Background: an optimization exercise with open tools, aiming at small area, a short achievable clock period and few clock cycles per item. Do not read the settings as production practice. In this exercise RTL edits were held to simulation tests only and were not proved equivalent to the original.

// nr_div
module nr_div (
    input rstn,
    input clk,
    input [23:0] d,
    input in_valid,
    output in_ready,
    output reg [23:0] out,
    output reg out_valid,
    input out_ready
);
    wire in_norm = d[23] ? ((d[22] == 1'b0 && d[21:8] != 14'd0) || d[22:8] == 15'h4000)
                         : d[22];
    wire acc = in_valid & in_ready;
    reg        v1, v2, v3, v4, v5, v6, v7, v8, v9;
    reg        f1, f2, f3, f4, f5, f6, f7, f8, f9;    
    reg        s1, s2, s3, s4, s5, s6, s7, s8, s9;
    reg [15:0] x1;
    reg [7:0]  dl1;
    reg [7:0]  ex2, ex3, ex4, ex5, ex6, ex7, ex8, ex9;
    reg [15:0] z2, z3, z4, z6, z7, zz8;
    reg        z2h;                      
    reg [1:0]  m2h;
    reg [13:0] mp2, mp3, mp4, mp5, mp6;
    reg [26:8] pa3_a, pa3_b;
    reg        pa3_c;
    reg [11:0] ea4;
    reg [30:8] qb5_a, qb5_b;
    reg        qb5_c;
    reg [21:8] pb7_a, pb7_b;
    reg        pb7_c;
    reg [6:0]  eb8;
    reg [31:7] zc9_a, zc9_b;
    reg        zc9_c;
    reg        sbusy;                    
    reg [2:0]  ph;                       
    reg [4:0]  cnt;
    wire [16:0] sZ = {mp3[0], z3};
    wire [16:0] sB = {mp3[1], z4};
    wire [16:0] sA = {mp3[4:2], mp4};
    reg  [16:0] sZ_n, sB_n, sA_n;
    wire sdone = (ph == 3'd5);
  ...
==> flow/config.mk <==
export PLATFORM = sky130hd
export DESIGN_NAME = nr_div
export DESIGN_NICKNAME = nr_div
export VERILOG_FILES = /design/flow/design.v
export SDC_FILE = /design/flow/constraint.sdc
export NUM_CORES = 4
export LEC_CHECK = 0
export CAP_MARGIN = 20
export CORE_MARGIN = 2
export CORE_UTILIZATION = 40
export CTS_BUF_LIST = sky130_fd_sc_hd__clkbuf_8
export CTS_CLUSTER_SIZE = 30
export SETUP_SLACK_MARGIN = 4.1
export SLEW_MARGIN = 20
==> flow/constraint.sdc <==
create_clock -name core_clock -period 8.0 [get_ports {clk}]
set_input_delay 1.6000 -clock core_clock [delete_from_list [all_inputs] [get_ports {clk}]]
set_output_delay 1.6000 -clock core_clock [all_outputs]
set_load 0.01 [all_outputs]
standard.sh (not shown) runs the stock make flow with config.mk's settings and CLKGATE_MAP_FILE= SYNTH_SCRIPT=/design/flow/synth_recipe.tcl, a recipe that flattens the netlist after the stock synthesis.
==> flow/flow/run.sh <==
#!/bin/bash
# Standard layout, with one extra step between synthesis and floorplan:
# invopt.py re-polarises full and half adders and simple gates so that the
# netlist needs fewer inverters around them.  Registers are untouched.
set -euo pipefail
R=orfs/results/${FLOW_PLATFORM}/nr_div/base
export PYTHONHASHSEED=0
bash standard.sh synth > synth.log 2>&1
cp "$R/1_2_yosys.v" "$R/1_2_yosys.std.v"
python3 flow/invopt.py "$R/1_2_yosys.std.v" "$R/1_2_yosys.v" > invopt.log 2>&1
rm -f "$R/1_synth.odb" "$R/1_synth.sdc"
bash standard.sh > layout.log 2>&1
Other scripts of this flow, unchanged in this note and not shown: flow/flow/invopt.py
Testbench counts at the start, summed over its fixed seeds: cycles 2,128, items 2,048.
Change:
--- a/flow/flow/run.sh
+++ b/flow/flow/run.sh
@@ -6,3 +6,2 @@
 R=orfs/results/${FLOW_PLATFORM}/nr_div/base
-export PYTHONHASHSEED=0
 bash standard.sh synth > synth.log 2>&1
--- a/flow/config.mk
+++ b/flow/config.mk
@@ -7,2 +7,3 @@
 export LEC_CHECK = 0
+export ABC_AREA = 1
 export CAP_MARGIN = 20
@@ -10,5 +11,3 @@
 export CORE_UTILIZATION = 40
-export CTS_BUF_LIST = sky130_fd_sc_hd__clkbuf_8
-export CTS_CLUSTER_SIZE = 30
-export SETUP_SLACK_MARGIN = 4.1
+export SETUP_SLACK_MARGIN = 4.0
 export SLEW_MARGIN = 20
=>
- first-iteration DRC count increases by 37%
- hold slack improved by 0.017 ns
- clock-buffer cell count came out lower by 27
- sequential share of layout area decreases by 1.4 points
- setup slack is worse by 0.0059 ns
Change:
--- a/flow/flow/run.sh
+++ b/flow/flow/run.sh
@@ -6,2 +6,3 @@
 R=orfs/results/${FLOW_PLATFORM}/nr_div/base
+export PYTHONHASHSEED=0
 bash standard.sh synth > synth.log 2>&1
--- a/flow/config.mk
+++ b/flow/config.mk
@@ -7,3 +7,2 @@
 export LEC_CHECK = 0
-export ABC_AREA = 1
 export CAP_MARGIN = 20
@@ -11,3 +10,5 @@
 export CORE_UTILIZATION = 40
-export SETUP_SLACK_MARGIN = 4.0
+export CTS_BUF_LIST = sky130_fd_sc_hd__clkbuf_8
+export CTS_CLUSTER_SIZE = 30
+export SETUP_SLACK_MARGIN = 4.25
 export SLEW_MARGIN = 20
Outcome:
- synthesized area is lower by a little under a tenth
- first-iteration DRC count is lower by a quarter to a third
- setup slack gets better by 0.0078 ns
- design area is lower by a few percent
- cell count is lower by roughly a tenth
- sequential share of layout area is higher by 1.0 points
Change:
--- a/flow/flow/run.sh
+++ b/flow/flow/run.sh
@@ -6,3 +6,2 @@
 R=orfs/results/${FLOW_PLATFORM}/nr_div/base
-export PYTHONHASHSEED=0
 bash standard.sh synth > synth.log 2>&1
--- a/flow/config.mk
+++ b/flow/config.mk
@@ -12,3 +12,3 @@
 export CTS_CLUSTER_SIZE = 30
-export SETUP_SLACK_MARGIN = 4.25
+export SETUP_SLACK_MARGIN = 4.0
 export SLEW_MARGIN = 20
Effect: Fmax came out lower by a few percent. Global-route usage came out lower by 0.80 points. Hold slack loses 0.0039 ns. Wire length drops by a few percent. Cell area came out lower by a few percent. Clock-buffer cell count fell by 2. Utilization is lower by 1.4 points. Die area is unchanged. Register-to-register slack loses 0.11 ns.

---

Setup of build 6:
Starting RTL as in the previous note.
## nr_div
module nr_div (
    input rstn,
    input clk,
    input [23:0] d,
    input in_valid,
    output in_ready,
    output reg [23:0] out,
    output reg out_valid,
    input out_ready
);
    wire in_norm = d[23] ? ((d[22] == 1'b0 && d[21:8] != 14'd0) || d[22:8] == 15'h4000)
                         : d[22];
    wire acc = in_valid & in_ready;
    reg        v1, v2, v3, v4, v5, v6, v7, v8, v9;
    reg        f1, f2, f3, f4, f5, f6, f7, f8, f9;    
    reg        s1, s2, s3, s4, s5, s6, s7, s8, s9;
    reg [15:0] x1;
    reg [7:0]  dl1;
    reg [7:0]  ex2, ex3, ex4, ex5, ex6, ex7, ex8, ex9;
    reg [15:0] z2, z3, z4, z6, z7, zz8;
    reg        z2h;                      
    reg [1:0]  m2h;
    reg [13:0] mp2, mp3, mp4, mp5, mp6;
    reg [26:8] pa3_a, pa3_b;
    reg        pa3_c;
    reg [11:0] ea4;
    reg [30:8] qb5_a, qb5_b;
    reg        qb5_c;
    reg [21:8] pb7_a, pb7_b;
    reg        pb7_c;
    reg [6:0]  eb8;
    reg [31:7] zc9_a, zc9_b;
    reg        zc9_c;
    reg        sbusy;                    
    reg [2:0]  ph;                       
    reg [4:0]  cnt;
    wire [16:0] sZ = {mp3[0], z3};
    wire [16:0] sB = {mp3[1], z4};
    wire [16:0] sA = {mp3[4:2], mp4};
    reg  [16:0] sZ_n, sB_n, sA_n;
    wire sdone = (ph == 3'd5);
    wire en = (!out_valid | out_ready) & !(v9 & f9 & !sdone);
    assign in_ready = (!out_valid | out_ready) & !sbusy;
    wire [15:0] m1 = x1 + {15'd0, s1};
    wire za_s1 = x1[0] ^ s1 ^ ~x1[4];
    wire za_c2 = (x1[0] & s1) | (x1[0] & ~x1[4]) | (s1 & ~x1[4]);
    wire za_s3 = x1[1] ^ ~x1[5] ^ x1[9];
    wire za_c4 = (x1[1] & ~x1[5]) | (x1[1] & x1[9]) | (~x1[5] & x1[9]);
    wire za_s5 = x1[2] ^ ~x1[6];
    wire za_c6 = x1[2] & ~x1[6];
    wire za_s7 = x1[3] ^ ~x1[7] ^ x1[11];
    wire za_c8 = (x1[3] & ~x1[7]) | (x1[3] & x1[11]) | (~x1[7] & x1[11]);
    wire za_s9 = ~x1[0] ^ ~s1 ^ x1[4];
    wire za_c10 = (~x1[0] & ~s1) | (~x1[0] & x1[4]) | (~s1 & x1[4]);
    wire za_s11 = ~x1[8] ^ x1[12];
    wire za_c12 = ~x1[8] & x1[12];
    wire za_s13 = ~x1[1] ^ x1[5] ^ ~x1[9];
    wire za_c14 = (~x1[1] & x1[5]) | (~x1[1] & ~x1[9]) | (x1[5] & ~x1[9]);
    wire za_s15 = x1[13] ^ 1'b1;
    wire za_c16 = x1[13] & 1'b1;
  ...
Settings: LEC_CHECK=0, CAP_MARGIN=20, CORE_MARGIN=2, CORE_UTILIZATION=40, SETUP_SLACK_MARGIN=4.0, SLEW_MARGIN=20; clock period 8.0 ns.
==> flow/flow/run.sh <==
#!/bin/bash
# Standard layout, with one extra step between synthesis and floorplan:
# invopt.py re-polarises full and half adders and simple gates so that the
# netlist needs fewer inverters around them.  Registers are untouched.
set -euo pipefail
R=orfs/results/${FLOW_PLATFORM}/nr_div/base
bash standard.sh synth > synth.log 2>&1
cp "$R/1_2_yosys.v" "$R/1_2_yosys.std.v"
python3 flow/invopt.py "$R/1_2_yosys.std.v" "$R/1_2_yosys.v" > invopt.log 2>&1
rm -f "$R/1_synth.odb" "$R/1_synth.sdc"
bash standard.sh > layout.log 2>&1
Other scripts of this flow, unchanged in this note and not shown: flow/flow/invopt.py
Build 6 reached the final stage; the timing, design-rule and antenna checks on its layout passed.
Testbench counts of build 6, summed over its fixed seeds: cycles 2,128, items 2,048.
Input changes introduced in build 67 (baseline for comparison: build 6):
# build 6
export LEC_CHECK = 0
export CAP_MARGIN = 20
export CORE_MARGIN = 2
export CORE_UTILIZATION = 40
export SETUP_SLACK_MARGIN = 4.0
export SLEW_MARGIN = 20
create_clock -name core_clock -period 8.0 [get_ports {clk}]
# build 67
export LEC_CHECK = 0
export CAP_MARGIN = 20
export CORE_MARGIN = 2
export CORE_UTILIZATION = 40
export CTS_BUF_LIST = sky130_fd_sc_hd__clkbuf_8
export CTS_CLUSTER_SIZE = 30
export PLACE_DENSITY = 0.75
export SETUP_SLACK_MARGIN = 4.0
export SLEW_MARGIN = 20
create_clock -name core_clock -period 8.0 [get_ports {clk}]
Utilization: build 67 lower than build 6
In the flow results for build 67 and build 6, the final HPWL from detailed placement is smaller on build 67.
Compared with build 6, build 67 improves wire length of the first global-routing pass.
Relative to build 6, the layout clock buffer count measured on build 67 has increased by more than a quarter.
Compared with build 6, build 67 shows sequential portion of the cell area higher by 0.31 points.
Modified inputs, build 5 compared to build 67
# build 67
export LEC_CHECK = 0
export CAP_MARGIN = 20
export CORE_MARGIN = 2
export CORE_UTILIZATION = 40
export CTS_BUF_LIST = sky130_fd_sc_hd__clkbuf_8
export CTS_CLUSTER_SIZE = 30
export PLACE_DENSITY = 0.75
export SETUP_SLACK_MARGIN = 4.0
export SLEW_MARGIN = 20
create_clock -name core_clock -period 8.0 [get_ports {clk}]
# build 5
export LEC_CHECK = 0
export CAP_MARGIN = 20
export CORE_MARGIN = 2
export CORE_UTILIZATION = 40
export PLACE_DENSITY = 0.75
export SETUP_SLACK_MARGIN = 4.0
export SLEW_MARGIN = 20
create_clock -name core_clock -period 8.0 [get_ports {clk}]
## What came out
Build 5: full flow OK, the timing, design-rule and antenna checks passed
Summary of build 5 over build 67: design area now sits at about the same level, area growth from synthesis to layout neither gained nor lost much, number of slew-limit violations in the final report flat.
Relative to build 67, required time of the critical path has decreased by 0.08 ns in build 5.
Delta (build 5 minus build 67): combined buffer and inverter count along the critical path lower; aggregate routed wire length lower; worst setup slack higher.
Relative to build 5, the following input files were edited for build 84:
# build 5
export LEC_CHECK = 0
export CAP_MARGIN = 20
export CORE_MARGIN = 2
export CORE_UTILIZATION = 40
export PLACE_DENSITY = 0.75
export SETUP_SLACK_MARGIN = 4.0
export SLEW_MARGIN = 20
create_clock -name core_clock -period 8.0 [get_ports {clk}]
# build 84
export LEC_CHECK = 0
export CAP_MARGIN = 20
export CORE_MARGIN = 2
export CORE_UTILIZATION = 40
export SETUP_SLACK_MARGIN = 4.2
export SLEW_MARGIN = 20
create_clock -name core_clock -period 8.0 [get_ports {clk}]
Findings:
- Total track usage in build 84 vs build 5: up 0.97 points
- Relative to build 5, share of the core filled with cells has increased by 1.4 points in build 84.
- Final area of build 84 exceeds that of build 5 by a few percent.
- Min final period demand of the worst path across build 5 and build 84: build 84
- Of the two values seen for end point of the critical path, z2[12] was produced by build 84 and z2[14] by build 5.

==> afterwards: timing with drivers on the ports <==
No port has a modelled driver above. Below, the same layouts with a new extraction and two added sets of constraints. Step 1 (the two cells are an assumption about what drives the block):
set clk [get_ports {clk}]
set_driving_cell -lib_cell sky130_fd_sc_hd__clkbuf_16 $clk
set_driving_cell -lib_cell sky130_fd_sc_hd__buf_2 [delete_from_list [all_inputs] $clk]
Step 2 adds t to the input delays and takes it off the output delays; t is the mean of the earliest and latest rising clock arrival at the registers after step 1. Input paths then give back, and output paths get back, about the clock's delay inside the block. a / b / c = no drivers / after step 1 / after step 2; a / b = the first two.
| run | t, ns | setup slack, ns | worst register clock-pin slew, ns | worst slew at a driven data input, ns | pins driven straight from the clock port |
|---|---|---|---|---|---|
| the first run of note 1 | 0.782 | 4.062 / 4.062 / 3.882 | 0.07 / 0.07 | 0.04 | 1 |
| the second run of note 1 | 0.688 | 4.056 / 4.056 / 3.913 | 0.07 / 0.07 | 0.08 | 1 |
| the third run of note 1 | 0.782 | 4.064 / 4.064 / 3.863 | 0.06 / 0.06 | 0.04 | 1 |
| the fourth run of note 1 | 0.756 | 3.952 / 3.952 / 3.399 | 0.08 / 0.08 | 0.04 | 1 |
| build 6 | 0.702 | 3.936 / 3.936 / 3.698 | 0.07 / 0.07 | 0.04 | 1 |
| build 67 | 0.736 | 3.935 / 3.935 / 3.811 | 0.07 / 0.07 | 0.05 | 1 |
| build 5 | 0.674 | 3.952 / 3.952 / 3.616 | 0.07 / 0.07 | 0.04 | 1 |
| build 84 | 0.705 | 4.054 / 4.054 / 3.920 | 0.07 / 0.07 | 0.04 | 1 |
After both steps setup and hold are still met in every run listed. The setup slack of the fourth run of note 1, which loses most, moves by 0.000 ns with the drivers and by -0.553 ns with both steps.
